Context: an optimization exercise on an open-source flow, tuned for small area, a short achievable clock period and few clock cycles per item. The choices shown serve that exercise and are no tape-out recipe.
No functional check of the RTL was part of any run shown here.

**design/flow/design.v**
```verilog
`default_nettype	none
module	slowmpy(i_clk, i_reset, i_stb, i_a, i_b, i_aux, o_busy,
		o_done, o_p, o_aux);
	parameter			LGNA = 6;
	parameter	[LGNA:0]	NA = 33;
	parameter	[0:0]		OPT_SIGNED = 1'b1;
	localparam	NB = NA;	 
	input	wire	i_clk, i_reset;
	input	wire	i_stb;
	input	wire	signed	[(NA-1):0]	i_a;
	input	wire	signed	[(NB-1):0]	i_b;
	input	wire				i_aux;
	output	reg				o_busy, o_done;
	output	reg	signed	[(NA+NB-1):0]	o_p;
	output	reg				o_aux;
	reg	[LGNA-1:0]	count;
	reg	[NA-1:0]	p_a;
	reg	[NB-1:0]	p_b;
	reg	[NA+NB-1:0]	partial;
	reg			aux;
	reg	almost_done;
	wire	pre_done;
	assign	pre_done = (count == 0);
	always @(posedge i_clk)
		almost_done <= (!i_reset)&&(o_busy)&&(pre_done);
	always @(posedge i_clk)
	if (i_reset)
	begin
		aux    <= 0;
		o_done <= 0;
		o_busy <= 0;
	end else if ((!o_busy)&&(i_stb))
	begin
		o_done <= 0;
		o_busy <= 1;
		aux    <= i_aux;
	end else if ((o_busy)&&(almost_done))
	begin
		o_done <= 1;
		o_busy <= 0;
	end else
		o_done <= 0;
	wire	[NA-1:0]	pwire;
	assign	pwire = (p_b[0] ? p_a : 0);
	always @(posedge i_clk)
	if (!o_busy)
	begin
		count <= NA[LGNA-1:0]-1;
		partial <= 0;
		p_a <= i_a;
		p_b <= i_b;
	end else begin
		p_b <= (p_b >> 1);
		partial[NB-2:0] <= partial[NB-1:1];
		if ((OPT_SIGNED)&&(pre_done))
			partial[NA+NB-1:NB-1] <= { 1'b0, partial[NA+NB-1:NB]} +
				{ 1'b0, pwire[NA-1], ~pwire[NA-2:0] };
		else if (OPT_SIGNED)
			partial[NA+NB-1:NB-1] <= {1'b0,partial[NA+NB-1:NB]} +
				{ 1'b0, !pwire[NA-1], pwire[NA-2:0] };
		else
			partial[NA+NB-1:NB-1] <= {1'b0, partial[NA+NB-1:NB]}
				+ ((p_b[0]) ? {1'b0,p_a} : 0);
		count <= count - 1;
	end
	always @(posedge i_clk)
	if (almost_done)
	begin
		if (OPT_SIGNED)
			o_p   <= partial[NA+NB-1:0]
				+ {1'b1,{(NA-2){1'b0}},1'b1, {(NB){1'b0}}};
		else
			o_p   <= partial[NA+NB-1:0];
		o_aux <= aux;
	end
endmodule
`default_nettype	none
module	mpyop(i_clk, i_reset, i_start, i_op, i_a, i_b, o_busy, o_last, o_next);
	parameter	ND = 6, NS = 3;
	localparam	NB = 2*ND;		 
	localparam	R  = 32 - NB*(NS-1);	 
	localparam	SW = 34 + NB;		 
	localparam	XTRA = (NB*NS < 34);	 
	input	wire		i_clk, i_reset, i_start;
	input	wire	[1:0]	i_op;	 
	input	wire	[31:0]	i_a, i_b;
	output	wire		o_busy;	 
	output	wire		o_last;	 
	output	wire	[31:0]	o_next;	 
	genvar	i;
	reg	[NS-1:0]	stage;
	reg	[32:0]		r_a;	 
	reg	[33:0]		acc;	 
	reg	[31:0]		bsh;	 
	reg			bprev, r_sgn, r_hi;
	always @(posedge i_clk)
	if (i_reset)
		stage <= 0;
	else
		stage <= { stage[NS-2:0], i_start };
	assign	o_busy = |stage;
	assign	o_last = stage[NS-1];
	wire	ext = r_sgn & bsh[R-1];	 
	wire	[NB-1:0]	chunk;
	generate for(i=0; i<NB; i=i+1)
	begin : CHUNK
		if (i < R)
			assign chunk[i] = bsh[i];
		else
			assign chunk[i] = (o_last) ? ext : bsh[i];
	end endgenerate
	wire	[33:0]	a_x1 = { r_a[32], r_a };
	wire	[33:0]	a_x2 = { r_a, 1'b0 };
	wire	[SW-1:0]	rows	[0:ND];
	wire	[SW-1:0]	negs;
	generate for(i=0; i<ND; i=i+1)
	begin : BOOTH
		wire	b1 = chunk[2*i+1];
		wire	b0 = chunk[2*i];
		wire	bm;
		if (i == 0)
			assign bm = bprev;
		else
			assign bm = chunk[2*i-1];
		wire	one = b0 ^ bm;
		wire	two = (b1 & !b0 & !bm) | (!b1 & b0 & bm);
		wire	neg = b1;
		wire	[33:0]	pp = ((one) ? a_x1 : 34'h0) | ((two) ? a_x2 : 34'h0);
		wire	[33:0]	row = pp ^ {(34){neg}};
		assign	rows[i] = { {(SW-34){1'b0}}, !row[33], row[32:0] } << (2*i);
		assign	negs[2*i] = neg;
		assign	negs[2*i+1] = 1'b0;
	end endgenerate
	generate for(i=2*ND; i<SW; i=i+1)
	begin : NEGZ
		assign	negs[i] = 1'b0;
	end endgenerate
	generate if (XTRA)
	begin : EXTRA_ROW
		assign	rows[ND] = { {(SW-33-NB){1'b0}},
			(r_a & {(33){o_last & !r_sgn & bsh[R-1]}}), {(NB){1'b0}} };
	end else begin : NO_EXTRA
		assign	rows[ND] = 0;
	end endgenerate
	function [SW-1:0] kconst(input dummy);
		integer	j;
		begin
			kconst = 0;
			kconst = kconst - ({{(SW-1){1'b0}},1'b1} << 33);
			for(j=0; j<ND; j=j+1)
				kconst = kconst - ({{(SW-1){1'b0}},1'b1} << (33+2*j));
		end
	endfunction
	localparam	[SW-1:0]	KC = kconst(1'b0);
	wire	[SW-1:0]	accx = { {(SW-34){1'b0}}, !acc[33], acc[32:0] };
	reg	[SW-1:0]	rsum;
	integer	j;
	always @(*)
	begin
		rsum = accx + negs + KC + rows[ND];
		for(j=0; j<ND; j=j+1)
			rsum = rsum + rows[j];
	end
	always @(posedge i_clk)
	if (i_start)
	begin
		r_a   <= { i_op[0] & i_a[31], i_a };
		bsh   <= i_b;
		bprev <= 1'b0;
		acc   <= 34'h0;
		r_sgn <= i_op[0];
		r_hi  <= i_op[1];
	end else begin
		acc   <= rsum[NB+33:NB];
		bsh   <= { rsum[NB-1:0], bsh[31:NB] };
		bprev <= chunk[NB-1];
	end
	assign	o_next = (r_hi) ? rsum[R+31:R] : { rsum[R-1:0], bsh[31:R] };
endmodule
`default_nettype	none
module	cpuops(i_clk,i_reset, i_stb, i_op, i_a, i_b, o_c, o_f, o_valid,
			o_busy);
	input	wire	i_clk, i_reset, i_stb;
	input	wire	[3:0]	i_op;
	input	wire	[31:0]	i_a, i_b;
	output	reg	[31:0]	o_c;
	output	wire	[3:0]	o_f;
	output	reg		o_valid;
	output	wire		o_busy;
	genvar	k;
	wire		sub = (i_op == 4'h0);
	wire	[32:0]	sum = { 1'b0, i_a } + { 1'b0, i_b ^ {(32){sub}} }
				+ { 32'h0, sub };
	wire		c_add = sum[32] ^ sub;
	wire	[31:0]	a_rev, b_rev;
	generate for(k=0; k<32; k=k+1)
	begin : REV
		assign	a_rev[k] = i_a[31-k];
		assign	b_rev[k] = i_b[31-k];
	end endgenerate
	wire		lsl  = (i_op[1:0] == 2'b10);	 
	wire		fill = (i_op[1:0] == 2'b11) & i_a[31];
	wire		big  = (|i_b[31:6]) || (i_b[5] && (i_b[4:0] != 0));
	wire	[32:0]	sh_in = { (lsl) ? a_rev : i_a, 1'b0 };
	wire	signed	[33:0]	sh_x = { fill, sh_in };
	wire	[33:0]	sh_y = sh_x >>> i_b[4:0];
	wire	[32:0]	sh_r = (big) ? {(33){fill}}
				: ((i_b[5]) ? { {(32){fill}}, sh_in[32] } : sh_y[32:0]);
	wire	[31:0]	sh_rev;
	generate for(k=0; k<32; k=k+1)
	begin : SREV
		assign	sh_rev[k] = sh_r[32-k];
	end endgenerate
	reg	c, pre_sign, set_ovfl, keep_sgn_on_ovfl;
	wire	this_is_a_multiply_op;
	assign	this_is_a_multiply_op = (i_stb)&&((i_op[3:1]==3'h5)||(i_op[3:0]==4'hc));
	wire		mpybusy, mpylast;
	wire	[31:0]	mpy_next;
	mpyop	thempy(i_clk, i_reset, this_is_a_multiply_op, i_op[1:0],
		i_a, i_b, mpybusy, mpylast, mpy_next);
	reg	[31:0]	alu;
	reg		alu_c;
	always @(*)
	begin
		alu_c = 1'b0;
		case(i_op)
		4'h0: begin alu = sum[31:0]; alu_c = c_add; end
		4'h1: alu = i_a & i_b;
		4'h2: begin alu = sum[31:0]; alu_c = c_add; end
		4'h3: alu = i_a | i_b;
		4'h4: alu = i_a ^ i_b;
		4'h5: begin alu = sh_r[32:1]; alu_c = sh_r[0]; end
		4'h6: begin alu = sh_rev;     alu_c = sh_r[0]; end
		4'h7: begin alu = sh_r[32:1]; alu_c = sh_r[0]; end
		4'h8: alu = b_rev;
		4'h9: alu = { i_a[31:16], i_b[15:0] };
		default: alu = i_b;
		endcase
	end
	always @(posedge i_clk)
	begin
		pre_sign <= i_a[31];
		c <= i_stb & alu_c;
		set_ovfl <= i_stb && (((i_op==4'h0)&&(i_a[31] != i_b[31]))
			||((i_op==4'h2)&&(i_a[31] == i_b[31]))
			||(i_op == 4'h6)
			||(i_op == 4'h5));
		keep_sgn_on_ovfl <= i_stb &&
			(((i_op==4'h0)&&(i_a[31] != i_b[31]))
			||((i_op==4'h2)&&(i_a[31] == i_b[31])));
		o_c <= (i_stb) ? alu : mpy_next;
	end
	assign	o_busy = mpybusy;
	wire	z = (o_c == 32'h0000);
	wire	n = (o_c[31]);
	wire	v = (set_ovfl)&&(pre_sign != o_c[31]);
	wire	vx = (keep_sgn_on_ovfl)&&(pre_sign != o_c[31]);
	assign	o_f = { v, n^vx, c, z };
	always @(posedge i_clk)
	if (i_reset)
		o_valid <= 1'b0;
	else
		o_valid <=((i_stb)&&(!this_is_a_multiply_op))||(mpylast);
endmodule
```
**design/flow/constraint.sdc**
```tcl
create_clock -name core_clock -period 10.0 [get_ports {i_clk}]
set_input_delay 2.0000 -clock core_clock [delete_from_list [all_inputs] [get_ports {i_clk}]]
set_output_delay 2.0000 -clock core_clock [all_outputs]
set_load 0.01 [all_outputs]
```
**design/flow/config.mk**
```make
export PLATFORM = sky130hd
export DESIGN_NAME = cpuops
export DESIGN_NICKNAME = cpuops
export VERILOG_FILES = /design/flow/design.v
export SDC_FILE = /design/flow/constraint.sdc
export NUM_CORES = 4
export LEC_CHECK = 0
export ABC_CLOCK_PERIOD_IN_PS = 4500
export CAP_MARGIN = 20
export CORE_MARGIN = 2
export CORE_UTILIZATION = 40
export SETUP_SLACK_MARGIN = 5
export SLEW_MARGIN = 20
```
**design/flow/run.sh**
```bash
#!/bin/bash
# synth_recipe.tcl (not shown) runs the flow's synth.tcl, then flattens the netlist and writes it again
# the make line also repeats each setting of config.mk as NAME=value (left out here)
make -C /OpenROAD-flow-scripts/flow DESIGN_CONFIG=/design/flow/config.mk WORK_HOME=/design/flow/orfs CLKGATE_MAP_FILE= SYNTH_SCRIPT=/design/flow/synth_recipe.tcl finish
```
==> summary.txt, run 1 <==
Setup TNS Final=0 ns; hold_sp=thempy.stage[0]$_SDFF_PP0_; CP Data Required Time=10.32 ns; post-synth top area cell=fa_1; H-Tree Level Count=4; most numerous cell in the Yosys netlist=nor2_1; MaxCap Viol Count=0; routed wire length per instance=29.2 µm; Fillers=5,748; crit path capture type=register; global route hottest layer=met2; Buf/Inv on CP=18; IO Port Bufs=108; R2R cell count=37; final worst slack=3.17 ns; Die ar.=64,000 µm²; placed standard-cell area=26,600 µm²; number of global-route vias before repair=25,327; WHS Endpoint=thempy.stage[1]$_SDFF_PP0_; Max Slew Vio Count=0; clk buf depth=2; Tmin final=6.83 ns; Layout Skew=0.0241 ns; die height=253 µm; crit-path most repeated cell=buf_6; GRT met2 Usage=55.1%; DRC violations left=0; hold path cells=1; Post-synth EDFFs=35; Die Wd=253 µm; core area=61,500 µm²; slowest cell on the critical path=fa_1; Yosys reg bits=142; Slew @ Worst Pin=1.15 ns; Post-synth top cells=nor2_1, a21oi_1, clkbuf_1; Post-DP HPWL=81,600 µm; slack of the worst reg-to-reg path=3.17 ns; CP arrival=7.15 ns; global routing usage on met1=46.8%; sequential share of the synthesized area=12.9%; ys flop type=dfxtp_1; Final nets=3,628; Max stage delay on crit path=0.48 ns; design area=30,500 µm²; Root Buffer=clkbuf_16; worst hold slack=0.463 ns; Fmax=0.146 GHz; Syn Area/Cell=7.81 µm²; Crit Reg-Reg Startpoint=thempy.bsh[1]$_DFF_P_; router iterations before antenna repair=7; fin cells=4,019; Max FO, Critical Path=4; hold buffer count at cts=0; Clock transition at path regs=0.07 ns; min-delay worst type=reg -> reg; Boundary Pins=109; maximum number of pins on one net before global-route repair=95; later-pin clock latency in the skew report=0.46 ns; vias per cell=6.65; Synth cell types=86; synth top area cells=fa_1, ha_1, dfxtp_1; total routed wirelength=117,000 µm; initial core utilization=40.4%; CTS Buf Count=17; Synth top area share=12.6%; Crit path max-delay family=adder cells; cells after synthesis=3,178; initial antenna violation count=4; RSZ-0062 raised after global routing=yes; global-route wire length before repair=170,000 µm; Worst setup SP type=register; CP Class=reg -> reg; worst slack, placed=2.28 ns; clk sink count=142; R2R Path End=o_c[9]$_DFF_P_; mapped cell area=24,800 µm²; DRT antenna net count=0; final setup fails=0; M3 GR Usage=5.05%; final count of hold timing violations=0; 1st-iter DRT viols=3,025; final period utilization=68.3%; GRT Total Usage=35.5%; grt ovf=0; status=no timing/DRC/antenna violations; total vias in the final route=26,740; Post-Syn Nets=3,592; layout cell share with drive strength beyond 1=17.8%; GPL Wtd Cong=1.09; Synth async-reset ratio=0%; Post-Place Cells=3,844; worst relative slew slack=23.3%; Ys Warns=2; TritonCTS clock tree=built; Area growth, synth to finish=23.0%; Site Rows=91
==> stage by stage <==
step                util (%)
CTS                     48.0
global placement        43.2
global route            49.6
detailed placement      43.3
finish                  49.6
floorplan                  -
==> flip-flops by register name, indices dropped and copies added, names as in the netlist <==
name              cells
c                     1
keep_sgn_on_ovfl      1
o_c                  32
o_valid               1
pre_sign              1
set_ovfl              1
thempy.acc           34
thempy.bprev          1
thempy.bsh           32
thempy.r_a           33
thempy.r_hi           1
thempy.r_sgn          1
thempy.stage          3
==> worst max-delay path by stage <==
stage	from	end	slack, ns	depth (start not counted)
2_1_floorplan	thempy.stage[2]$_SDFF_PP0_	o_c[27]$_DFF_P_	3.64	27
4_1_cts	thempy.bsh[1]$_DFF_P_	o_c[27]$_DFF_P_	3.35	25
3_3_place_gp	thempy.bsh[7]$_DFF_P_	o_c[30]$_DFF_P_	2.37	27
6_report	thempy.bsh[1]$_DFF_P_	o_c[9]$_DFF_P_	3.17	37
3_5_place_dp	thempy.stage[2]$_SDFF_PP0_	o_c[30]$_DFF_P_	2.28	25
5_1_grt	thempy.bsh[1]$_DFF_P_	o_c[27]$_DFF_P_	3.10	25
==> per-layer routing <==
metal  part of all wire [%]  wire [µm]
met1                     39      45900
met3                    9.3      10900
met2                     44      51800
met4                    7.4       8670
met5                  0.010         12
==> worst reg2reg max path: cells and delay by family (launching register included) <==
family                     cells  cell delay [ns]
and+or+nand+nor                1             0.08
DFF                            1             0.35
buffers and inverters         18             1.92
muxes                          1             0.24
AOI/OAI and AO/OA              8             1.65
adders and majority gates      7             2.23
xor gates and xnor gates       2             0.23
==> cells in the final DEF (no fill, tap or decap), drive strengths merged, types with 21 or more instances in the layout <==
| cell | n |
|---|---|
| a211oi | 21 |
| a21o | 42 |
| a21oi | 298 |
| a221oi | 123 |
| a22oi | 116 |
| and2 | 39 |
| buf | 207 |
| clkbuf | 21 |
| clkdlybuf4s50 | 96 |
| dfxtp | 107 |
| edfxtp | 35 |
| fa | 156 |
| ha | 187 |
| inv | 215 |
| maj3 | 31 |
| mux2i | 64 |
| mux4 | 39 |
| nand2 | 213 |
| nand3 | 52 |
| nor2 | 308 |
| nor2b | 48 |
| nor3 | 30 |
| o211ai | 23 |
| o21ai | 138 |
| o22ai | 131 |
| o31ai | 29 |
| xnor2 | 96 |
| xor2 | 104 |
==> area by class of cell <==
cell class	instances	area [µm²]	share of cell area, %
multi-input combinational	2514	21400	70.2
clock buffer	19	433	1.42
tap	790	988	3.24
antenna	2	5.00	0.0164
clock inverter	13	189	0.619
inverter	217	852	2.79
timing repair buffer	322	3410	11.2
sequential	142	3220	10.6
==> cells by family after synthesis <==
logic type / Yosys count / share of synthesized area, %
simple gates: 778 / 14.2
mux: 110 / 6.44
flops: 142 / 12.9
fa+ha+maj: 374 / 23.3
xor+xnor: 200 / 7.06
buf+inv: 523 / 8.09
compound gates: 1051 / 28.1
==> what timing repair did <==
| item | 4_1_cts | 5_1_grt |
|---|---|---|
| buffers inserted | 80 | 48 |
| endpoints found under the setup margin | 74 | 73 |
| pin swaps | 83 | 85 |
| gates cloned | 11 | 2 |
| gates resized for setup | 281 | 127 |
==> inputs of run 2 (changes only) <==
--- a/design/flow/config.mk
+++ b/design/flow/config.mk
@@ -6,8 +6,6 @@
 export NUM_CORES = 4
 export LEC_CHECK = 0
-export ABC_CLOCK_PERIOD_IN_PS = 4500
 export CAP_MARGIN = 20
 export CORE_MARGIN = 2
 export CORE_UTILIZATION = 40
-export SETUP_SLACK_MARGIN = 5
 export SLEW_MARGIN = 20
==> run 2 against run 1 <==
Against the previous run:
- still clean on timing, DRC and antenna
- synthesized cell count unchanged
- register-to-register slack got worse by 1.2 ns
- non-clock buffer count decreased by 139
- first-iteration DRC count decreased by 7.9%
- setup slack got worse by 1.2 ns
- sequential share of layout area increased by 1.4 points
- global-route usage decreased by 1.7 points
- sequential cell count unchanged
- critical endpoint is now o_c[27]$_DFF_P_
==> summary.txt, run 2 <==
status=no timing/DRC/antenna violations (unchanged); routed wire length per instance=27.9 µm (was 29.2 µm); CTS Buf Count=17 (unchanged); Max Slew Vio Count=0 (unchanged); Buf/Inv on CP=3 (was 18); clk sink count=142 (unchanged); initial antenna violation count=1 (was 4); hold buffer count at cts=0 (unchanged); Post-DP HPWL=82,400 µm (was 81,600 µm); Area growth, synth to finish=8.52% (was 23.0%); Post-Syn Nets=3,592 (unchanged); R2R cell count=24 (was 37); number of global-route vias before repair=24,298 (was 25,327); commonest non-fill, non-tap cell in the layout=nor2_1 (unchanged); Post-CTS Resized=0 (was 281); post-synth top area cell=fa_1 (unchanged); Max FO, Critical Path=42 (was 4); Die ar.=64,000 µm² (unchanged); Die Wd=253 µm (unchanged); worst slack, placed=2.12 ns (was 2.28 ns); Setup TNS Final=0 ns (unchanged); placed standard-cell area=26,400 µm² (was 26,600 µm²); Fmax=0.125 GHz (was 0.146 GHz); max reg flops=34 (unchanged); die height=253 µm (unchanged); layout cell share with drive strength beyond 1=6.58% (was 17.8%); Synth top area share=12.6% (unchanged); slack of the worst reg-to-reg path=2.00 ns (was 3.17 ns); synth top area cells=fa_1, ha_1, dfxtp_1 (unchanged); crit path capture type=register (unchanged); Biggest register=thempy.acc (unchanged); CP Class=reg -> reg (unchanged); H-Tree Level Count=4 (unchanged); design area=26,900 µm² (was 30,500 µm²); Post-synth EDFFs=35 (unchanged); grt ovf=0 (unchanged); most numerous cell in the Yosys netlist=nor2_1 (unchanged); final worst slack=2.00 ns (was 3.17 ns); worst hold slack=0.462 ns (was 0.463 ns); R2R Path End=o_c[27]$_DFF_P_ (was o_c[9]$_DFF_P_); min-delay worst type=reg -> reg (unchanged); core area=61,500 µm² (unchanged); global-route wire length before repair=162,000 µm (was 170,000 µm); vias per cell=6.57 (was 6.65); Clock transition at path regs=0.06 ns (was 0.07 ns); worst-path cell chain=buf_4, nand3_1, o21ai_4, buf_4, ha_1, a31o_2, nor2b_1, nand4_1, xor2_1, fa_1, fa_1, inv_1, fa_1, fa_1, ha_1, a21o_1, a21o_1, a221o_1, a221oi_1, o31ai_2, a311o_1, a31oi_1, xor2_1, a221oi_1; Worst setup SP type=register (unchanged); worst relative slew slack=29.2% (was 23.3%); final count of hold timing violations=0 (unchanged); 1st-iter DRT viols=2,786 (was 3,025); Syn Area/Cell=7.81 µm² (unchanged); top flop regs=thempy.acc x34, thempy.r_a x33 (unchanged); initial core utilization=40.4% (unchanged); number of cells on the critical path=24 (was 37); later-pin clock latency in the skew report=0.45 ns (was 0.46 ns); crit-path most repeated cell=fa_1 (was buf_6); Layout Skew=0.0152 ns (was 0.0241 ns); Worst Setup EP=o_c[27]$_DFF_P_ (was o_c[9]$_DFF_P_); Synth async-reset ratio=0% (unchanged); Tmin final=8.00 ns (was 6.83 ns); DRC violations left=0 (unchanged); router iterations before antenna repair=6 (was 7); Boundary Pins=109 (unchanged); Final nets=3,488 (was 3,628); Root Buffer=clkbuf_16 (unchanged); Post-synth top cells=nor2_1, a21oi_1, clkbuf_1 (unchanged); Crit path max-delay family=adder cells (unchanged); mapped cell area=24,800 µm² (unchanged); total routed wirelength=108,000 µm (was 117,000 µm); final period utilization=80.0% (was 68.3%); Max stage delay on crit path=0.64 ns (was 0.48 ns); CP Data Required Time=10.28 ns (was 10.32 ns); sequential share of the synthesized area=12.9% (unchanged); Diodes inserted=0 (was 2); ys flop type=dfxtp_1 (unchanged); cells after synthesis=3,178 (unchanged); RSZ-0062 raised after global routing=no (was yes); GPL Wtd Cong=1.04 (was 1.09); Critical Path Source=thempy.bsh[7]$_DFF_P_ (was thempy.bsh[1]$_DFF_P_); GRT Total Usage=33.8% (was 35.5%); Site Rows=91 (unchanged); final setup fails=0 (unchanged); total vias in the final route=25,465 (was 26,740); Crit Reg-Reg Startpoint=thempy.bsh[7]$_DFF_P_ (was thempy.bsh[1]$_DFF_P_); Ys Warns=2 (unchanged); slowest cell on the critical path=nor2b_1 (was fa_1); Slew @ Worst Pin=1.06 ns (was 1.15 ns); DRT antenna net count=0 (unchanged); TritonCTS clock tree=built (unchanged); maximum number of pins on one net before global-route repair=100 (was 95); clk buf depth=2 (unchanged); Yosys reg bits=142 (unchanged); IO Port Bufs=108 (unchanged); CP arrival=8.28 ns (was 7.15 ns); MaxCap Viol Count=0 (unchanged); Synth cell types=86 (unchanged); most frequent cells in the layout=nor2_1, a21oi_1, nand2_1 (was nor2_1, a21oi_1, inv_1); Setup Buffers After CTS=0 (was 80)
-- run 2: worst min-delay path, stage by stage (launching register included) --
cell     delay, ns
dfxtp_1       0.32
nand2_1       0.05
o21ai_0       0.06
-- run 2: per-layer routing --
layer  up-vias  global-route usage [%]  routed length (µm)
li1      11305                       -                   -
met1     12564                    45.9               45100
met2      1364                    52.3               47900
met3       232                    4.34                8800
met4         0                    17.8                6600
met5         -                       0                   0
-- run 2: area by class of cell --
| cell class | instances | area, µm² |
|---|---|---|
| Multi-Input combinational cell | 2513 | 19700 |
| Inverter | 217 | 815 |
| Fill cell | 6169 | 34600 |
| Clock buffer | 20 | 458 |
| Sequential cell | 142 | 3210 |
| Timing Repair Buffer | 183 | 1630 |
| Clock inverter | 12 | 109 |
| Tap cell | 790 | 988 |
-- run 2: logic make-up after synthesis --
kind of cell,share of synthesized area (%)
xor+xnor,7.06
simple gates,14.2
mux,6.44
flops,12.9
fa+ha+maj,23.3
compound gates,28.1
buf+inv,8.09
-- run 2: stage by stage --
step	std cells	util [%]
detailed placement	3845	42.9
global route	3877	43.8
floorplan	3178	-
global placement	3845	42.9
finish	3877	43.8
CTS	3877	43.8
-- run 2: worst min path at each step --
stage / to / cells after the start / slack, ns / from
after global routing: thempy.bsh[1]$_DFF_P_ / 2 / 0.49 / thempy.bsh[13]$_DFF_P_
final: thempy.bsh[10]$_DFF_P_ / 2 / 0.46 / thempy.bsh[22]$_DFF_P_
after detailed placement: thempy.bsh[10]$_DFF_P_ / 2 / 0.45 / thempy.bsh[22]$_DFF_P_
after global placement: thempy.stage[1]$_SDFF_PP0_ / 1 / 0.45 / thempy.stage[0]$_SDFF_PP0_
after CTS: thempy.bsh[10]$_DFF_P_ / 2 / 0.46 / thempy.bsh[22]$_DFF_P_
after floorplan: thempy.bsh[13]$_DFF_P_ / 2 / 0.42 / thempy.bsh[25]$_DFF_P_
==> inputs of run 3 (changes only) <==
--- a/design/flow/config.mk
+++ b/design/flow/config.mk
@@ -9,3 +9,4 @@
 export CORE_MARGIN = 2
 export CORE_UTILIZATION = 40
+export SETUP_SLACK_MARGIN = 3
 export SLEW_MARGIN = 20
==> run 3 against run 2 <==
Against the previous run:
- die area stayed put
- non-clock buffer count is 20 higher
- cell count is 0.57% higher
- via count is 1.1% higher
- hold slack worse by 0.0015 ns
- sequential cell count stayed put
- count of clock-buffer cells in the layout is 1 lower
- sequential share of layout area is 0.21 points lower
- critical path type unchanged
- routed wire length is 3.8% higher
==> summary.txt, run 3 <==
Site Rows=91 (unchanged); slack of the worst reg-to-reg path=3.10 ns (was 2.00 ns); Clock transition at path regs=0.06 ns (about the same); fin cells=3,899 (was 3,877); ys flop type=dfxtp_1 (unchanged); GRT Total Usage=34.5% (was 33.8%); routed wire length per instance=28.8 µm (was 27.9 µm); core area=61,500 µm² (unchanged); most numerous cell in the Yosys netlist=nor2_1 (unchanged); Biggest register=thempy.acc (unchanged); Post-synth top cells=nor2_1, a21oi_1, clkbuf_1 (unchanged); top flop regs=thempy.acc x34, thempy.r_a x33 (unchanged); final count of hold timing violations=0 (unchanged); crit-path most repeated cell=fa_1 (unchanged); Die ar.=64,000 µm² (unchanged); global-route wire length before repair=165,000 µm (was 162,000 µm); Diodes inserted=0 (unchanged); min-delay worst type=reg -> reg (unchanged); Post-Synth Simple-Gate Area=14.2% (unchanged); CP arrival=7.22 ns (was 8.28 ns); Ys Warns=2 (unchanged); most frequent cells in the layout=nor2_1, a21oi_1, nand2_1 (unchanged); initial core utilization=40.4% (unchanged); GPL Wtd Cong=1.04 (about the same); later-pin clock latency in the skew report=0.45 ns (about the same); RSZ-0062 raised after global routing=yes (was no); Post-Syn Nets=3,592 (unchanged); Max stage delay on crit path=0.49 ns (was 0.64 ns); Yosys reg bits=142 (unchanged); Final nets=3,510 (was 3,488); max reg flops=34 (unchanged); mux contribution to synthesized area=6.44% (unchanged); maximum number of pins on one net before global-route repair=101 (was 100); initial antenna violation count=0 (was 1); die height=253 µm (unchanged); Synth top area share=12.6% (unchanged); DRT antenna net count=0 (unchanged); hold buffer count at cts=0 (unchanged); Fillers=6,177 (was 6,169); Synth cell types=86 (unchanged); TritonCTS clock tree=built (unchanged); Slew @ Worst Pin=1.09 ns (was 1.06 ns); Tmin final=6.90 ns (was 8.00 ns); final setup fails=0 (unchanged); post-synth top area cell=fa_1 (unchanged); Post-Place Cells=3,839 (was 3,845); hold path cells=2 (unchanged); synth top area cells=fa_1, ha_1, dfxtp_1 (unchanged); Die Wd=253 µm (unchanged); CP Class=reg -> reg (unchanged); 1st-iter DRT viols=3,111 (was 2,786); cells after synthesis=3,178 (unchanged); Area growth, synth to finish=10.7% (was 8.52%); IO Port Bufs=108 (unchanged); WHS Endpoint=thempy.bsh[6]$_DFF_P_ (was thempy.bsh[10]$_DFF_P_); R2R Path End=o_c[19]$_DFF_P_ (was o_c[27]$_DFF_P_); grt ovf=0 (unchanged); MaxCap Viol Count=0 (unchanged); largest family of logic cells by synthesized area=compound AO/OA/AOI/OAI gates (unchanged); complex-gate fraction of the synthesized area=28.1% (unchanged); DRC violations left=0 (unchanged); Crit Reg-Reg Startpoint=thempy.acc[2]$_SDFF_PP0_ (was thempy.bsh[7]$_DFF_P_); Root Buffer=clkbuf_16 (unchanged); layout cell share with drive strength beyond 1=8.56% (was 6.58%); Max FO, Critical Path=5 (was 42); Worst setup SP type=register (unchanged); hold_sp=thempy.bsh[18]$_DFF_P_ (was thempy.bsh[22]$_DFF_P_); status=no timing/DRC/antenna violations (unchanged); clk buf depth=2 (unchanged); router iterations before antenna repair=8 (was 6); Post-DP HPWL=83,800 µm (was 82,400 µm); Post-synth EDFFs=35 (unchanged); sequential share of the synthesized area=12.9% (unchanged); slowest cell on the critical path=fa_1 (was nor2b_1); CTS Buf Count=17 (unchanged); Layout Skew=0.0179 ns (was 0.0152 ns); Fmax=0.145 GHz (was 0.125 GHz); Synth async-reset ratio=0% (unchanged); crit path capture type=register (unchanged); number of global-route vias before repair=24,324 (was 24,298); vias per cell=6.61 (was 6.57); Syn Area/Cell=7.81 µm² (unchanged); mapped cell area=24,800 µm² (unchanged); commonest non-fill, non-tap cell in the layout=nor2_1 (unchanged); Max Slew Vio Count=0 (unchanged); CP Data Required Time=10.32 ns (was 10.28 ns); total vias in the final route=25,757 (was 25,465); clk sink count=142 (unchanged); H-Tree Level Count=4 (unchanged); XOR/XNOR Fraction of Synth Area=7.06% (unchanged); Setup TNS Final=0 ns (unchanged); total routed wirelength=112,000 µm (was 108,000 µm); adder-cell share of the synthesized area=23.3% (unchanged); final period utilization=69.0% (was 80.0%); Boundary Pins=109 (unchanged); R2R cell count=24 (unchanged); worst-path cell chain=ha_4, a31oi_1, o21bai_2, a31oi_2, o21bai_2, a31oi_2, buf_4, nor2_1, xnor2_1, fa_1, fa_1, inv_1, fa_1, fa_1, ha_1, a21o_1, a211o_1, a21oi_2, nor2_1, a21oi_1, o21bai_1, xnor2_1, a21o_1, a211oi_2 (was buf_4, nand3_1, o21ai_4, buf_4, ha_1, a31o_2, nor2b_1, nand4_1, xor2_1, fa_1, fa_1, inv_1, fa_1, fa_1, ha_1, a21o_1, a21o_1, a221o_1, a221oi_1, o31ai_2, a311o_1, a31oi_1, xor2_1, a221oi_1); worst relative slew slack=26.6% (was 29.2%)
## run 3: cell count changes in the layout (fill, tap and decap cells not counted), sizes merged
| cell | previous run | this run |
|---|---|---|
| clkbuf | 20 | 21 |
| nor2 | 307 | 309 |
| inv | 219 | 217 |
| clkinv | 7 | 6 |
| buf | 77 | 95 |
| clkinvlp | 2 | 3 |
| bufinv | 1 | 4 |
## run 3: worst max-delay path: cells and delay by family (launching register included)
| kind | cells | cell delay (ns) |
|---|---|---|
| simple gates | 2 | 0.20 |
| buf+inv | 2 | 0.24 |
| compound gates | 12 | 2.88 |
| flops | 1 | 0.40 |
| fa+ha+maj | 6 | 2.52 |
| xor+xnor | 2 | 0.53 |
## run 3: stage by stage
stage	instance area, µm²	util (%)	setup WS, ns	hold slack (ns)
2_1_floorplan	24800	-	3.12	0.417
3_3_place_gp	26300	42.8	2.58	0.437
3_5_place_dp	26300	42.8	2.59	0.452
4_1_cts	27100	44.1	3.00	0.465
5_1_grt	27500	44.7	2.91	0.481
6_report	27500	44.7	3.10	0.461
## run 3: cells by family (layout without fill, tap and decap cells)
kind of cell | after synthesis | after routing
compound gates | 1051 | 1051
flops | 142 | 142
mux | 110 | 110
fa+ha+maj | 374 | 374
simple gates | 778 | 780
buf+inv | 523 | 452
xor+xnor | 200 | 200
## run 3: what timing repair did
item / CTS / global route
pin swaps: 4 / 25
endpoints found under the setup margin: 29 / 40
cloned: 0 / 3
buffers inserted: 8 / 16
gates resized for setup: 17 / 40
## run 3: layer usage
layer  track usage (%)  vias up  share of wire, %
met2              54.7     1384                45
li1                  -    11353                 -
met4              17.5        0               6.1
met3              4.30      244               7.8
met5                 0        -                 0
met1              46.1    12776                41
## run 3: worst max-delay path by stage
stage                               start              end  slack [ns]  cells past startpoint
2_1_floorplan  thempy.stage[2]$_SDFF_PP0_  o_c[27]$_DFF_P_        3.12                     27
3_3_place_gp        thempy.bsh[1]$_DFF_P_  o_c[19]$_DFF_P_        2.58                     26
3_5_place_dp        thempy.bsh[1]$_DFF_P_  o_c[19]$_DFF_P_        2.59                     26
4_1_cts             thempy.bsh[3]$_DFF_P_  o_c[27]$_DFF_P_        3.00                     25
5_1_grt          thempy.acc[2]$_SDFF_PP0_  o_c[24]$_DFF_P_        2.91                     25
6_report         thempy.acc[2]$_SDFF_PP0_  o_c[19]$_DFF_P_        3.10                     24
## run 3: layout make-up
cell class	instances	area (µm²)	share of cell area [%]
Clock buffer	19	433	1.58
Clock inverter	13	188	0.683
Tap cell	790	988	3.60
Multi-Input combinational cell	2515	20000	72.7
Timing Repair Buffer	203	1860	6.76
Sequential cell	142	3210	11.7
Inverter	217	815	2.96
==> inputs of run 4 (changes only) <==
--- a/design/flow/config.mk
+++ b/design/flow/config.mk
@@ -9,4 +9,4 @@
 export CORE_MARGIN = 2
 export CORE_UTILIZATION = 40
-export SETUP_SLACK_MARGIN = 3
+export SETUP_SLACK_MARGIN = 4
 export SLEW_MARGIN = 20
==> run 4 against run 3 <==
Against the previous run:
- hold slack better by 0.015 ns
- register-to-register slack gained 0.20 ns
- clock skew shrank 0.0063 ns
- synthesized area did not move
- setup slack improved by 0.20 ns
- cell count increased by 2.2%
- critical path depth up 2
- count of clock-buffer cells in the layout shrank 1
- sequential share of layout area down 0.87 points
- critical endpoint is now o_c[25]$_DFF_P_
==> summary.txt, run 4 <==
status=no timing/DRC/antenna violations (unchanged); cells after synthesis=3,178 (unchanged); Worst setup SP type=register (unchanged); top flop regs=thempy.acc x34, thempy.r_a x33 (unchanged); total routed wirelength=117,000 µm (was 112,000 µm); Final nets=3,596 (was 3,510); Yosys reg bits=142 (unchanged); Post-Syn Nets=3,592 (unchanged); most frequent cells in the layout=nor2_1, a21oi_1, inv_1 (was nor2_1, a21oi_1, nand2_1); Crit path max-delay family=compound AO/OA/AOI/OAI gates (unchanged); GPL Wtd Cong=1.05 (was 1.04); Area growth, synth to finish=19.9% (was 10.7%); Die ar.=64,000 µm² (unchanged); Fillers=5,877 (was 6,177); DRC violations left=0 (unchanged); crit-path most repeated cell=fa_1 (unchanged); GRT Total Usage=35.2% (was 34.5%); ys flop type=dfxtp_1 (unchanged); clk sink count=142 (unchanged); 1st-iter DRT viols=3,191 (was 3,111); CP Data Required Time=10.29 ns (was 10.32 ns); IO Port Bufs=108 (unchanged); CP arrival=6.99 ns (was 7.22 ns); max reg flops=34 (unchanged); Synth async-reset ratio=0% (unchanged); core area=61,500 µm² (unchanged); worst relative slew slack=27.4% (was 26.6%); final count of hold timing violations=0 (unchanged); crit path capture type=register (unchanged); vias per cell=6.69 (was 6.61); Clock transition at path regs=0.07 ns (was 0.06 ns); DRT antenna net count=0 (unchanged); later-pin clock latency in the skew report=0.44 ns (was 0.45 ns); Post-synth EDFFs=35 (unchanged); die height=253 µm (unchanged); Die Wd=253 µm (unchanged); Tmin final=6.70 ns (was 6.90 ns); Max Slew Vio Count=0 (unchanged); final period utilization=67.0% (was 69.0%); CTS Buf Count=17 (unchanged); final setup fails=0 (unchanged); Ys Warns=2 (unchanged); hold buffer count at cts=0 (unchanged); worst slack, placed=2.52 ns (was 2.59 ns); global-route wire length before repair=167,000 µm (was 165,000 µm); mapped cell area=24,800 µm² (unchanged); layout cell share with drive strength beyond 1=15.9% (was 8.56%); Post-synth top cells=nor2_1, a21oi_1, clkbuf_1 (unchanged); number of global-route vias before repair=24,700 (was 24,324); Post-DP HPWL=83,800 µm (about the same); min-delay worst type=reg -> reg (unchanged); MaxCap Viol Count=0 (unchanged); Diodes inserted=0 (unchanged); H-Tree Level Count=4 (unchanged); TritonCTS clock tree=built (unchanged); Max stage delay on crit path=0.57 ns (was 0.49 ns); final worst slack=3.30 ns (was 3.10 ns); most numerous cell in the Yosys netlist=nor2_1 (unchanged); Boundary Pins=109 (unchanged); router iterations before antenna repair=8 (unchanged); initial core utilization=40.4% (unchanged); RSZ-0062 raised after global routing=yes (unchanged); initial antenna violation count=2 (was 0); Site Rows=91 (unchanged); Slew @ Worst Pin=1.08 ns (was 1.09 ns); Biggest register=thempy.acc (unchanged); synth top area cells=fa_1, ha_1, dfxtp_1 (unchanged); maximum number of pins on one net before global-route repair=103 (was 101); Setup TNS Final=0 ns (unchanged); Buf/Inv on CP=2 (unchanged); slack of the worst reg-to-reg path=3.30 ns (was 3.10 ns); slowest cell on the critical path=fa_1 (unchanged); sequential share of the synthesized area=12.9% (unchanged); post-synth top area cell=fa_1 (unchanged); commonest non-fill, non-tap cell in the layout=nor2_1 (unchanged); grt ovf=0 (unchanged); Root Buffer=clkbuf_16 (unchanged); total vias in the final route=26,665 (was 25,757); Synth top area share=12.6% (unchanged); Fmax=0.149 GHz (was 0.145 GHz); routed wire length per instance=29.5 µm (was 28.8 µm); Synth cell types=86 (unchanged); clk buf depth=2 (unchanged); CP Class=reg -> reg (unchanged); Layout Skew=0.0116 ns (was 0.0179 ns); Max FO, Critical Path=5 (unchanged); Syn Area/Cell=7.81 µm² (unchanged)
-- run 4: worst reg2reg max path, cell delays in order (launching register included) --
cell and delay (ns):
dfxtp_4 0.36, ha_4 0.17, ha_4 0.16, a21oi_4 0.16, o21bai_2 0.08, a31o_2 0.29
a31o_4 0.25, a31o_4 0.23, nor2b_4 0.15, nand4_1 0.16, xor2_2 0.15, fa_1 0.44
fa_1 0.51, inv_2 0.04, fa_1 0.47, fa_1 0.57, ha_4 0.21, a21o_1 0.16
a21o_1 0.16, a221o_1 0.34, a221oi_2 0.33, o31ai_4 0.17, a311o_1 0.36, buf_4 0.15
xor2_2 0.15, mux2i_2 0.25, o22ai_1 0.11
-- run 4: timing repair --
action,in CTS,in global routing
cloned,3,3
gates resized for setup,112,204
setup endpoints to repair,62,63
pin swaps,43,74
endpoints found under the hold margin,0,0
buffers inserted,46,53
-- run 4: kinds of logic after synthesis --
group	synth area share [%]
AOI/OAI and AO/OA	28.1
xor gates and xnor gates	7.06
adders and majority gates	23.3
buffers and inverters	8.09
DFF	12.9
muxes	6.44
and+or+nand+nor	14.2
-- run 4: final timing paths --
path,end,cells past startpoint,from
max,o_c[25]$_DFF_P_,26,thempy.bsh[1]$_DFF_P_
min,thempy.bsh[7]$_DFF_P_,2,thempy.bsh[19]$_DFF_P_
max reg2reg,o_c[25]$_DFF_P_,26,thempy.bsh[1]$_DFF_P_
min reg2reg,thempy.bsh[7]$_DFF_P_,2,thempy.bsh[19]$_DFF_P_
-- run 4: per-layer routing --
layer	vias to the layer above	GRT usage [%]	share of wire [%]	wire length [µm]
li1	11511	-	-	-
met1	13132	46.8	40	46700
met2	1716	55.5	45	52700
met3	302	4.63	8.9	10400
met4	4	18.7	6.4	7550
met5	-	0	0.023	27
-- run 4: metrics by stage --
step	instance area, µm²	hold WS [ns]	utilization [%]	instances
CTS	28200	0.483	45.9	3929
detailed placement	26500	0.471	43.1	3848
global route	29700	0.496	48.4	3985
global placement	26500	0.449	43.1	3848
finish	29700	0.476	48.4	3985
floorplan	25000	0.417	-	3178
-- run 4: area by class of cell --
| cell class | instances | area (µm²) | area share (%) |
|---|---|---|---|
| clock buffer | 18 | 450 | 1.51 |
| clock inverter | 14 | 230 | 0.774 |
| timing repair buffer | 288 | 2780 | 9.34 |
| inverter | 217 | 815 | 2.74 |
| sequential | 142 | 3220 | 10.8 |
| multi-input combinational | 2516 | 21300 | 71.5 |
| tap | 790 | 988 | 3.32 |
==> inputs of run 5 (changes only) <==
--- a/design/flow/design.v
+++ b/design/flow/design.v
@@ -81,5 +81,4 @@
 	localparam	R  = 32 - NB*(NS-1);	 
 	localparam	SW = 34 + NB;		 
-	localparam	XTRA = (NB*NS < 34);	 
 	input	wire		i_clk, i_reset, i_start;
 	input	wire	[1:0]	i_op;	 
@@ -93,5 +92,6 @@
 	reg	[33:0]		acc;	 
 	reg	[31:0]		bsh;	 
-	reg			bprev, r_sgn, r_hi;
+	reg			r_sgn, r_hi;
+	reg	[ND-1:0]	d_one, d_two, d_neg;	 
 	always @(posedge i_clk)
 	if (i_reset)
@@ -101,33 +101,39 @@
 	assign	o_busy = |stage;
 	assign	o_last = stage[NS-1];
-	wire	ext = r_sgn & bsh[R-1];	 
-	wire	[NB-1:0]	chunk;
+	wire	nlast = stage[NS-2];	 
+	wire	ext = r_sgn & bsh[R+NB-1];	 
+	wire	[NB:0]	nchunk;
 	generate for(i=0; i<NB; i=i+1)
-	begin : CHUNK
+	begin : NCHUNK
 		if (i < R)
-			assign chunk[i] = bsh[i];
+			assign nchunk[i+1] = (i_start) ? i_b[i] : bsh[NB+i];
 		else
-			assign chunk[i] = (o_last) ? ext : bsh[i];
+			assign nchunk[i+1] = (i_start) ? i_b[i]
+					: ((nlast) ? ext : bsh[NB+i]);
+	end endgenerate
+	assign	nchunk[0] = (i_start) ? 1'b0 : bsh[NB-1];
+	generate for(i=0; i<ND; i=i+1)
+	begin : ENC
+		wire	bm = nchunk[2*i];
+		wire	b0 = nchunk[2*i+1];
+		wire	b1 = nchunk[2*i+2];
+		always @(posedge i_clk)
+		begin
+			d_one[i] <= b0 ^ bm;
+			d_two[i] <= (b1 & !b0 & !bm) | (!b1 & b0 & bm);
+			d_neg[i] <= b1;
+		end
 	end endgenerate
 	wire	[33:0]	a_x1 = { r_a[32], r_a };
 	wire	[33:0]	a_x2 = { r_a, 1'b0 };
-	wire	[SW-1:0]	rows	[0:ND];
+	wire	[SW-1:0]	rows	[0:ND-1];
 	wire	[SW-1:0]	negs;
 	generate for(i=0; i<ND; i=i+1)
 	begin : BOOTH
-		wire	b1 = chunk[2*i+1];
-		wire	b0 = chunk[2*i];
-		wire	bm;
-		if (i == 0)
-			assign bm = bprev;
-		else
-			assign bm = chunk[2*i-1];
-		wire	one = b0 ^ bm;
-		wire	two = (b1 & !b0 & !bm) | (!b1 & b0 & bm);
-		wire	neg = b1;
-		wire	[33:0]	pp = ((one) ? a_x1 : 34'h0) | ((two) ? a_x2 : 34'h0);
-		wire	[33:0]	row = pp ^ {(34){neg}};
+		wire	[33:0]	pp = ((d_one[i]) ? a_x1 : 34'h0)
+				| ((d_two[i]) ? a_x2 : 34'h0);
+		wire	[33:0]	row = pp ^ {(34){d_neg[i]}};
 		assign	rows[i] = { {(SW-34){1'b0}}, !row[33], row[32:0] } << (2*i);
-		assign	negs[2*i] = neg;
+		assign	negs[2*i] = d_neg[i];
 		assign	negs[2*i+1] = 1'b0;
 	end endgenerate
@@ -135,11 +141,4 @@
 	begin : NEGZ
 		assign	negs[i] = 1'b0;
-	end endgenerate
-	generate if (XTRA)
-	begin : EXTRA_ROW
-		assign	rows[ND] = { {(SW-33-NB){1'b0}},
-			(r_a & {(33){o_last & !r_sgn & bsh[R-1]}}), {(NB){1'b0}} };
-	end else begin : NO_EXTRA
-		assign	rows[ND] = 0;
 	end endgenerate
 	function [SW-1:0] kconst(input dummy);
@@ -153,10 +152,11 @@
 	endfunction
 	localparam	[SW-1:0]	KC = kconst(1'b0);
-	wire	[SW-1:0]	accx = { {(SW-34){1'b0}}, !acc[33], acc[32:0] };
+	wire	[33:0]	acc_in = (stage[0]) ? 34'h0 : acc;
+	wire	[SW-1:0]	accx = { {(SW-34){1'b0}}, !acc_in[33], acc_in[32:0] };
 	reg	[SW-1:0]	rsum;
 	integer	j;
 	always @(*)
 	begin
-		rsum = accx + negs + KC + rows[ND];
+		rsum = accx + negs + KC;
 		for(j=0; j<ND; j=j+1)
 			rsum = rsum + rows[j];
@@ -167,13 +167,10 @@
 		r_a   <= { i_op[0] & i_a[31], i_a };
 		bsh   <= i_b;
-		bprev <= 1'b0;
-		acc   <= 34'h0;
 		r_sgn <= i_op[0];
 		r_hi  <= i_op[1];
-	end else begin
+	end else
+		bsh   <= { rsum[NB-1:0], bsh[31:NB] };
+	always @(posedge i_clk)
 		acc   <= rsum[NB+33:NB];
-		bsh   <= { rsum[NB-1:0], bsh[31:NB] };
-		bprev <= chunk[NB-1];
-	end
 	assign	o_next = (r_hi) ? rsum[R+31:R] : { rsum[R-1:0], bsh[31:R] };
 endmodule
--- a/design/flow/config.mk
+++ b/design/flow/config.mk
@@ -9,4 +9,4 @@
 export CORE_MARGIN = 2
 export CORE_UTILIZATION = 40
-export SETUP_SLACK_MARGIN = 4
+export SETUP_SLACK_MARGIN = 3
 export SLEW_MARGIN = 20
==> run 5 against run 4 <==
Against the previous run:
- largest cell class unchanged
- highest routed layer is now met4
- count of clock-buffer cells in the layout down 1
- synthesized cell count fell by 16%
- critical endpoint is now thempy.acc[32]$_DFF_P_
- cell count fell by 14%
- sequential share of layout area grew 2.4 points
==> summary.txt, run 5 <==
status=no timing/DRC/antenna violations (unchanged); Clock transition at path regs=0.07 ns (about the same); MaxCap Viol Count=0 (unchanged); Worst setup SP type=register (unchanged); Layout Skew=0.0113 ns (was 0.0116 ns); mapped cell area=22,700 µm² (was 24,800 µm²); WHS Endpoint=thempy.bsh[19]$_DFF_P_ (was thempy.bsh[7]$_DFF_P_); Die ar.=58,700 µm² (was 64,000 µm²); global-route wire length before repair=146,000 µm (was 167,000 µm); total vias in the final route=21,987 (was 26,665); crit path capture type=register (unchanged); hold_sp=thempy.bsh[31]$_DFF_P_ (was thempy.bsh[19]$_DFF_P_); Synth cell types=81 (was 86); Crit Reg-Reg Startpoint=thempy.stage[0]$_SDFF_PP0_ (was thempy.bsh[1]$_DFF_P_); later-pin clock latency in the skew report=0.44 ns (about the same); die height=242 µm (was 253 µm); Synth async-reset ratio=0% (unchanged); GRT Total Usage=32.8% (was 35.2%); Max stage delay on crit path=0.50 ns (was 0.57 ns); core area=56,300 µm² (was 61,500 µm²); grt ovf=0 (unchanged); TritonCTS clock tree=built (unchanged); IO Port Bufs=108 (unchanged); Max Slew Vio Count=0 (unchanged); commonest non-fill, non-tap cell in the layout=a22oi_1 (was nor2_1); hold path cells=2 (unchanged); Yosys reg bits=151 (was 142); Setup TNS Final=0 ns (unchanged); most frequent cells in the layout=a22oi_1, xnor2_1, nand2_1, inv_1, ha_1 (was nor2_1, a21oi_1, inv_1); Die Wd=242 µm (was 253 µm); fin util=45.6% (was 48.4%); final setup fails=0 (unchanged); Synth top area share=13.7% (was 12.6%); CP Data Required Time=10.37 ns (was 10.29 ns); Biggest register=thempy.acc (unchanged); R2R cell count=29 (was 26); max reg flops=34 (unchanged); slack of the worst reg-to-reg path=3.13 ns (was 3.30 ns); min-delay worst type=reg -> reg (unchanged); H-Tree Level Count=4 (unchanged); post-synth top area cell=fa_1 (unchanged); Post-DP HPWL=74,400 µm (was 83,800 µm); most numerous cell in the Yosys netlist=a22oi_1 (was nor2_1); DRC violations left=0 (unchanged); Fmax=0.146 GHz (was 0.149 GHz); routed wire length per instance=28.6 µm (was 29.5 µm); Post-Syn Nets=3,096 (was 3,592); sequential share of the synthesized area=14.8% (was 12.9%); Post-synth top cells=a22oi_1, xnor2_1, inv_1 (was nor2_1, a21oi_1, clkbuf_1); slowest cell on the critical path=fa_1 (unchanged); Root Buffer=clkbuf_16 (unchanged); Syn Area/Cell=8.47 µm² (was 7.81 µm²); worst relative slew slack=33.3% (was 27.4%); synth top area cells=fa_1, ha_1, dfxtp_1 (unchanged); Area growth, synth to finish=12.8% (was 19.9%); Slew @ Worst Pin=1.00 ns (was 1.08 ns); CP arrival=7.24 ns (was 6.99 ns); vias per cell=6.39 (was 6.69); initial core utilization=40.4% (about the same); top flop regs=thempy.acc x34, thempy.r_a x33, o_c x32 (was thempy.acc x34, thempy.r_a x33); fin cells=3,443 (was 3,985); GPL Wtd Cong=0.993 (was 1.05); Ys Warns=2 (unchanged); initial antenna violation count=2 (unchanged); Post-synth EDFFs=35 (unchanged); number of global-route vias before repair=21,575 (was 24,700); DRT antenna net count=0 (unchanged); crit-path most repeated cell=fa_1 (unchanged); final period utilization=68.7% (was 67.0%); Final nets=3,087 (was 3,596); CTS Buf Count=17 (unchanged); Max FO, Critical Path=11 (was 5); clk buf depth=2 (unchanged); hold buffer count at cts=0 (unchanged); 1st-iter DRT viols=2,507 (was 3,191); CP Class=reg -> reg (unchanged); router iterations before antenna repair=5 (was 8); total routed wirelength=98,500 µm (was 117,000 µm); maximum number of pins on one net before global-route repair=70 (was 103); clk sink count=151 (was 142); final count of hold timing violations=0 (unchanged); ys flop type=dfxtp_1 (unchanged); Site Rows=87 (was 91); layout cell share with drive strength beyond 1=9.49% (was 15.9%); Tmin final=6.87 ns (was 6.70 ns); design area=25,600 µm² (was 29,700 µm²); Boundary Pins=109 (unchanged); R2R Path End=thempy.acc[32]$_DFF_P_ (was o_c[25]$_DFF_P_); Post-Place Cells=3,387 (was 3,848); cells after synthesis=2,682 (was 3,178); placed standard-cell area=24,400 µm² (was 26,500 µm²); RSZ-0062 raised after global routing=no (was yes)
==> run 5: final cells by class <==
class / count / area (µm²)
antenna: 1 / 2.50
clock buffer: 17 / 425
clock inverter: 15 / 143
fill: 5506 / 30600
inverter: 216 / 815
multi-input combinational: 2101 / 18200
sequential: 151 / 3390
tap: 756 / 946
timing repair buffer: 185 / 1670
timing repair inverter: 1 / 5.00
==> run 5: cells by family (layout without fill, tap and decap cells) <==
logic type,after synthesis,after routing,synth area share [%]
buffers and inverters,430,434,7.22
other,0,1,0
AOI/OAI and AO/OA,785,785,23.4
and+or+nand+nor,535,535,11.1
muxes,99,99,6.39
xor gates and xnor gates,339,339,13.1
adders and majority gates,343,343,24.0
DFF,151,151,14.8
==> run 5: metrics by stage <==
| step | setup slack, ns | hold slack [ns] |
|---|---|---|
| final | 3.13 | 0.462 |
| after global routing | 2.87 | 0.482 |
| after CTS | 2.99 | 0.465 |
| after detailed placement | 2.09 | 0.454 |
| after global placement | 2.11 | 0.445 |
| after floorplan | 3.08 | 0.417 |
==> run 5: how the worst max path moves through the flow <==
stage	from	endpoint	slack, ns	cells after the start
3_5_place_dp	thempy.stage[0]$_SDFF_PP0_	o_c[29]$_DFF_P_	2.09	27
4_1_cts	thempy.bsh[5]$_DFF_P_	o_c[29]$_DFF_P_	2.99	28
5_1_grt	thempy.stage[0]$_SDFF_PP0_	thempy.acc[32]$_DFF_P_	2.87	29
6_report	thempy.stage[0]$_SDFF_PP0_	thempy.acc[32]$_DFF_P_	3.13	29
3_3_place_gp	thempy.stage[0]$_SDFF_PP0_	o_c[25]$_DFF_P_	2.11	27
2_1_floorplan	thempy.stage[0]$_SDFF_PP0_	thempy.acc[31]$_DFF_P_	3.08	30
==> run 5: per-layer routing <==
layer	GRT usage, %	vias up	share of wire [%]
li1	-	9529	-
met1	45.2	10941	41
met2	50.4	1283	44
met3	4.36	234	9.1
met4	16.4	0	6.0
met5	0	-	0
==> run 5: repair_timing <==
action                                 in CTS  in global routing
pin swaps                                   7                 33
gates cloned                                0                  1
gates resized for setup                    38                 67
setup endpoints to repair                  41                 25
endpoints found under the hold margin       0                  0
setup buffers                               4                 18
==> run 5: critical path: cells and delay by family, from the launching register on <==
family,cells,cell delay (ns)
compound gates,9,1.66
xor+xnor,2,0.25
fa+ha+maj,6,2.60
buf+inv,6,0.67
flops,1,0.38
simple gates,6,1.26
==> inputs of run 6 (changes only) <==
--- a/design/flow/config.mk
+++ b/design/flow/config.mk
@@ -9,4 +9,4 @@
 export CORE_MARGIN = 2
 export CORE_UTILIZATION = 40
-export SETUP_SLACK_MARGIN = 3
+export SETUP_SLACK_MARGIN = 4.5
 export SLEW_MARGIN = 20
==> run 6 against run 5 <==
Against the previous run:
- still clean on timing, DRC and antenna
- routed wire length rose by 2.8%
- sequential cell count unchanged
- global-route usage increased by 0.44 points
- maximum frequency shrank 0.23%
- first-iteration DRC count rose by 7.0%
- cell count rose by 2.0%
- register-to-register slack worse by 0.02 ns
- synthesized area unchanged
- critical path type unchanged
- largest cell class unchanged
- highest routed layer unchanged
==> summary.txt, run 6 <==
status=no timing/DRC/antenna violations (unchanged); R2R cell count=26 (was 29); cells after synthesis=2,682 (unchanged); CP Class=reg -> reg (unchanged); grt ovf=0 (unchanged); Die ar.=58,700 µm² (unchanged); R2R Path End=o_c[29]$_DFF_P_ (was thempy.acc[32]$_DFF_P_); post-synth top area cell=fa_1 (unchanged); maximum number of pins on one net before global-route repair=70 (unchanged); Fmax=0.145 GHz (was 0.146 GHz); later-pin clock latency in the skew report=0.45 ns (was 0.44 ns); crit path capture type=register (unchanged); TritonCTS clock tree=built (unchanged); Synth async-reset ratio=0% (unchanged); top flop regs=thempy.acc x34, thempy.r_a x33, o_c x32 (unchanged); Layout Skew=0.0219 ns (was 0.0113 ns); worst relative slew slack=23.1% (was 33.3%); clk sink count=151 (unchanged); multi-input combinational cell area=19,300 µm² (was 18,200 µm²); Critical Path Source=thempy.stage[0]$_SDFF_PP0_ (unchanged); Syn Area/Cell=8.47 µm² (unchanged); design area=27,600 µm² (was 25,600 µm²); IO Port Bufs=108 (unchanged); slack of the worst reg-to-reg path=3.11 ns (was 3.13 ns); Clock transition at path regs=0.07 ns (about the same); sequential share of the synthesized area=14.8% (unchanged); layout cell share with drive strength beyond 1=17.0% (was 9.49%); GPL Wtd Cong=1.02 (was 0.993); CTS Buf Count=17 (unchanged); total routed wirelength=101,000 µm (was 98,500 µm); DRT antenna net count=0 (unchanged); core area=56,300 µm² (unchanged); Post-DP HPWL=74,100 µm (was 74,400 µm); Tmin final=6.89 ns (was 6.87 ns); mapped cell area=22,700 µm² (unchanged); clk buf depth=2 (unchanged); CP Data Required Time=10.30 ns (was 10.37 ns); most frequent cells in the layout=a22oi_1, inv_1, nand2_1 (was a22oi_1, xnor2_1, nand2_1, inv_1, ha_1); commonest non-fill, non-tap cell in the layout=a22oi_1 (unchanged); placed standard-cell area=24,600 µm² (was 24,400 µm²); FF/Latch Area=3390 µm² (unchanged); fin util=49.0% (was 45.6%); Die Wd=242 µm (unchanged); MaxCap Viol Count=0 (unchanged); Worst Setup EP=o_c[29]$_DFF_P_ (was thempy.acc[32]$_DFF_P_); synth top area cells=fa_1, ha_1, dfxtp_1 (unchanged); global-route wire length before repair=147,000 µm (was 146,000 µm); final count of hold timing violations=0 (unchanged); number of global-route vias before repair=21,875 (was 21,575); DRC violations left=0 (unchanged); RSZ-0062 raised after global routing=yes (was no); vias per cell=6.42 (was 6.39); Setup TNS Final=0 ns (unchanged); Worst setup SP type=register (unchanged); Ys Warns=2 (unchanged); routed wire length per instance=28.8 µm (was 28.6 µm); Area growth, synth to finish=21.2% (was 12.8%); Root Buffer=clkbuf_16 (unchanged); total vias in the final route=22,540 (was 21,987); Post-synth top cells=a22oi_1, xnor2_1, inv_1 (unchanged); Site Rows=87 (unchanged); Max FO, Critical Path=8 (was 11); Max Slew Vio Count=0 (unchanged); final setup fails=0 (unchanged); CP arrival=7.19 ns (was 7.24 ns); die height=242 µm (unchanged); Yosys reg bits=151 (unchanged); GRT Total Usage=33.3% (was 32.8%); router iterations before antenna repair=6 (was 5); Crit Reg-Reg Startpoint=thempy.stage[0]$_SDFF_PP0_ (unchanged); max reg flops=34 (unchanged); Slew @ Worst Pin=1.15 ns (was 1.00 ns); Final nets=3,155 (was 3,087); initial antenna violation count=3 (was 2); H-Tree Level Count=4 (unchanged); Synth top area share=13.7% (unchanged); Post-synth EDFFs=35 (unchanged); Boundary Pins=109 (unchanged); most numerous cell in the Yosys netlist=a22oi_1 (unchanged); initial core utilization=40.4% (unchanged); Fillers=5,276 (was 5,506); Synth cell types=81 (unchanged); Biggest register=thempy.acc (unchanged); ys flop type=dfxtp_1 (unchanged); 1st-iter DRT viols=2,683 (was 2,507); min-delay worst type=reg -> reg (unchanged); final period utilization=68.9% (was 68.7%); Post-Syn Nets=3,096 (unchanged)
[run 6: final cells by class]
| type | count | share of cell area, % |
|---|---|---|
| inverter | 216 | 2.97 |
| clock buffer | 21 | 1.83 |
| antenna | 1 | 0.00908 |
| tap | 756 | 3.43 |
| multi-input combinational | 2101 | 70.2 |
| clock inverter | 11 | 0.359 |
| timing repair inverter | 1 | 0.0182 |
| timing repair buffer | 253 | 8.92 |
| sequential | 151 | 12.3 |
[run 6: cells by family (layout without fill, tap and decap cells)]
kind of cell / after synthesis / after routing / synth area share (%)
AOI/OAI and AO/OA: 785 / 785 / 23.4
xor gates and xnor gates: 339 / 339 / 13.1
adders and majority gates: 343 / 343 / 24.0
buffers and inverters: 430 / 502 / 7.22
DFF: 151 / 151 / 14.8
muxes: 99 / 99 / 6.39
other: 0 / 1 / 0
and+or+nand+nor: 535 / 535 / 11.1
[run 6: worst min path at each step]
stage | start | to | slack (ns) | cells past startpoint
after global placement | thempy.bsh[31]$_DFF_P_ | thempy.bsh[19]$_DFF_P_ | 0.45 | 2
after floorplan | thempy.bsh[31]$_DFF_P_ | thempy.bsh[19]$_DFF_P_ | 0.42 | 2
after global routing | thempy.bsh[31]$_DFF_P_ | thempy.bsh[19]$_DFF_P_ | 0.49 | 2
after detailed placement | thempy.bsh[31]$_DFF_P_ | thempy.bsh[19]$_DFF_P_ | 0.45 | 2
final | thempy.bsh[28]$_DFF_P_ | thempy.bsh[16]$_DFF_P_ | 0.46 | 2
after CTS | thempy.bsh[28]$_DFF_P_ | thempy.bsh[16]$_DFF_P_ | 0.46 | 2
[run 6: what timing repair did]
| action | in CTS | in global routing |
|---|---|---|
| buffers inserted | 33 | 51 |
| hold buffers | 0 | 0 |
| gates resized for setup | 155 | 148 |
| setup endpoints to repair | 70 | 63 |
| gates cloned | 3 | 1 |
| pin swaps | 57 | 87 |
[run 6: through the flow]
step,hold slack [ns],instances,setup WS (ns)
floorplan,0.417,2682,3.42
global placement,0.447,3390,2.25
detailed placement,0.449,3390,2.18
CTS,0.463,3458,3.13
global route,0.491,3510,2.92
finish,0.465,3511,3.11
[run 6: critical path, stage by stage, from the launching register on]
cell	delay, ns
dfxtp_4	0.39
nor2b_4	0.15
ha_4	0.24
a31o_4	0.24
a41o_1	0.20
a31o_2	0.23
a31o_4	0.26
a31oi_4	0.17
nor3b_4	0.07
buf_12	0.14
buf_4	0.13
xnor2_2	0.19
fa_1	0.46
fa_1	0.49
inv_1	0.05
fa_1	0.50
fa_1	0.47
ha_4	0.36
and4_4	0.25
and3_4	0.19
nand3_2	0.10
o31a_1	0.30
a21o_1	0.20
nor2b_4	0.13
mux2i_1	0.13
o41ai_2	0.50
o211ai_1	0.18
[run 6: layer usage]
metal / share of wire, % / vias up / global-route usage, %
met4: 6.6 / 0 / 19.2
met5: 0 / - / 0
met1: 40 / 11203 / 43.4
met2: 45 / 1383 / 52.6
li1: - / 9664 / -
met3: 8.9 / 290 / 4.77

## port drivers added, routing unchanged
The flow's constraints put no driver on any port. The routed layouts listed below were extracted and timed again, unchanged, in two steps.
Step 1 assumes that a clkbuf_16 drives the clock port and a buf_2 every other input.
Step 2 moves the port delays by t, midway between the first and last clock arrival at a register: inputs arrive t later, outputs are due t later. That takes back most of the time a late clock gives input paths.
Three values: ideal ports, drivers, drivers and shift; two values: the first two.
| run | t, ns | setup WS [ns] | pins driven straight from the clock port |
|---|---|---|---|
| run 1 | 0.512 | 3.171 / 3.171 / 3.171 | 1 |
| run 2 | 0.493 | 2.000 / 2.000 / 2.000 | 1 |
| run 3 | 0.502 | 3.097 / 3.097 / 2.807 | 1 |
| run 4 | 0.490 | 3.297 / 3.297 / 3.297 | 1 |
| run 5 | 0.483 | 3.129 / 3.129 / 3.089 | 1 |
| run 6 | 0.493 | 3.113 / 3.113 / 3.113 | 1 |
After both steps every run listed still meets setup and hold. The setup slack of run 3, which loses most, moves by 0.000 ns with the drivers and by -0.290 ns with both steps.
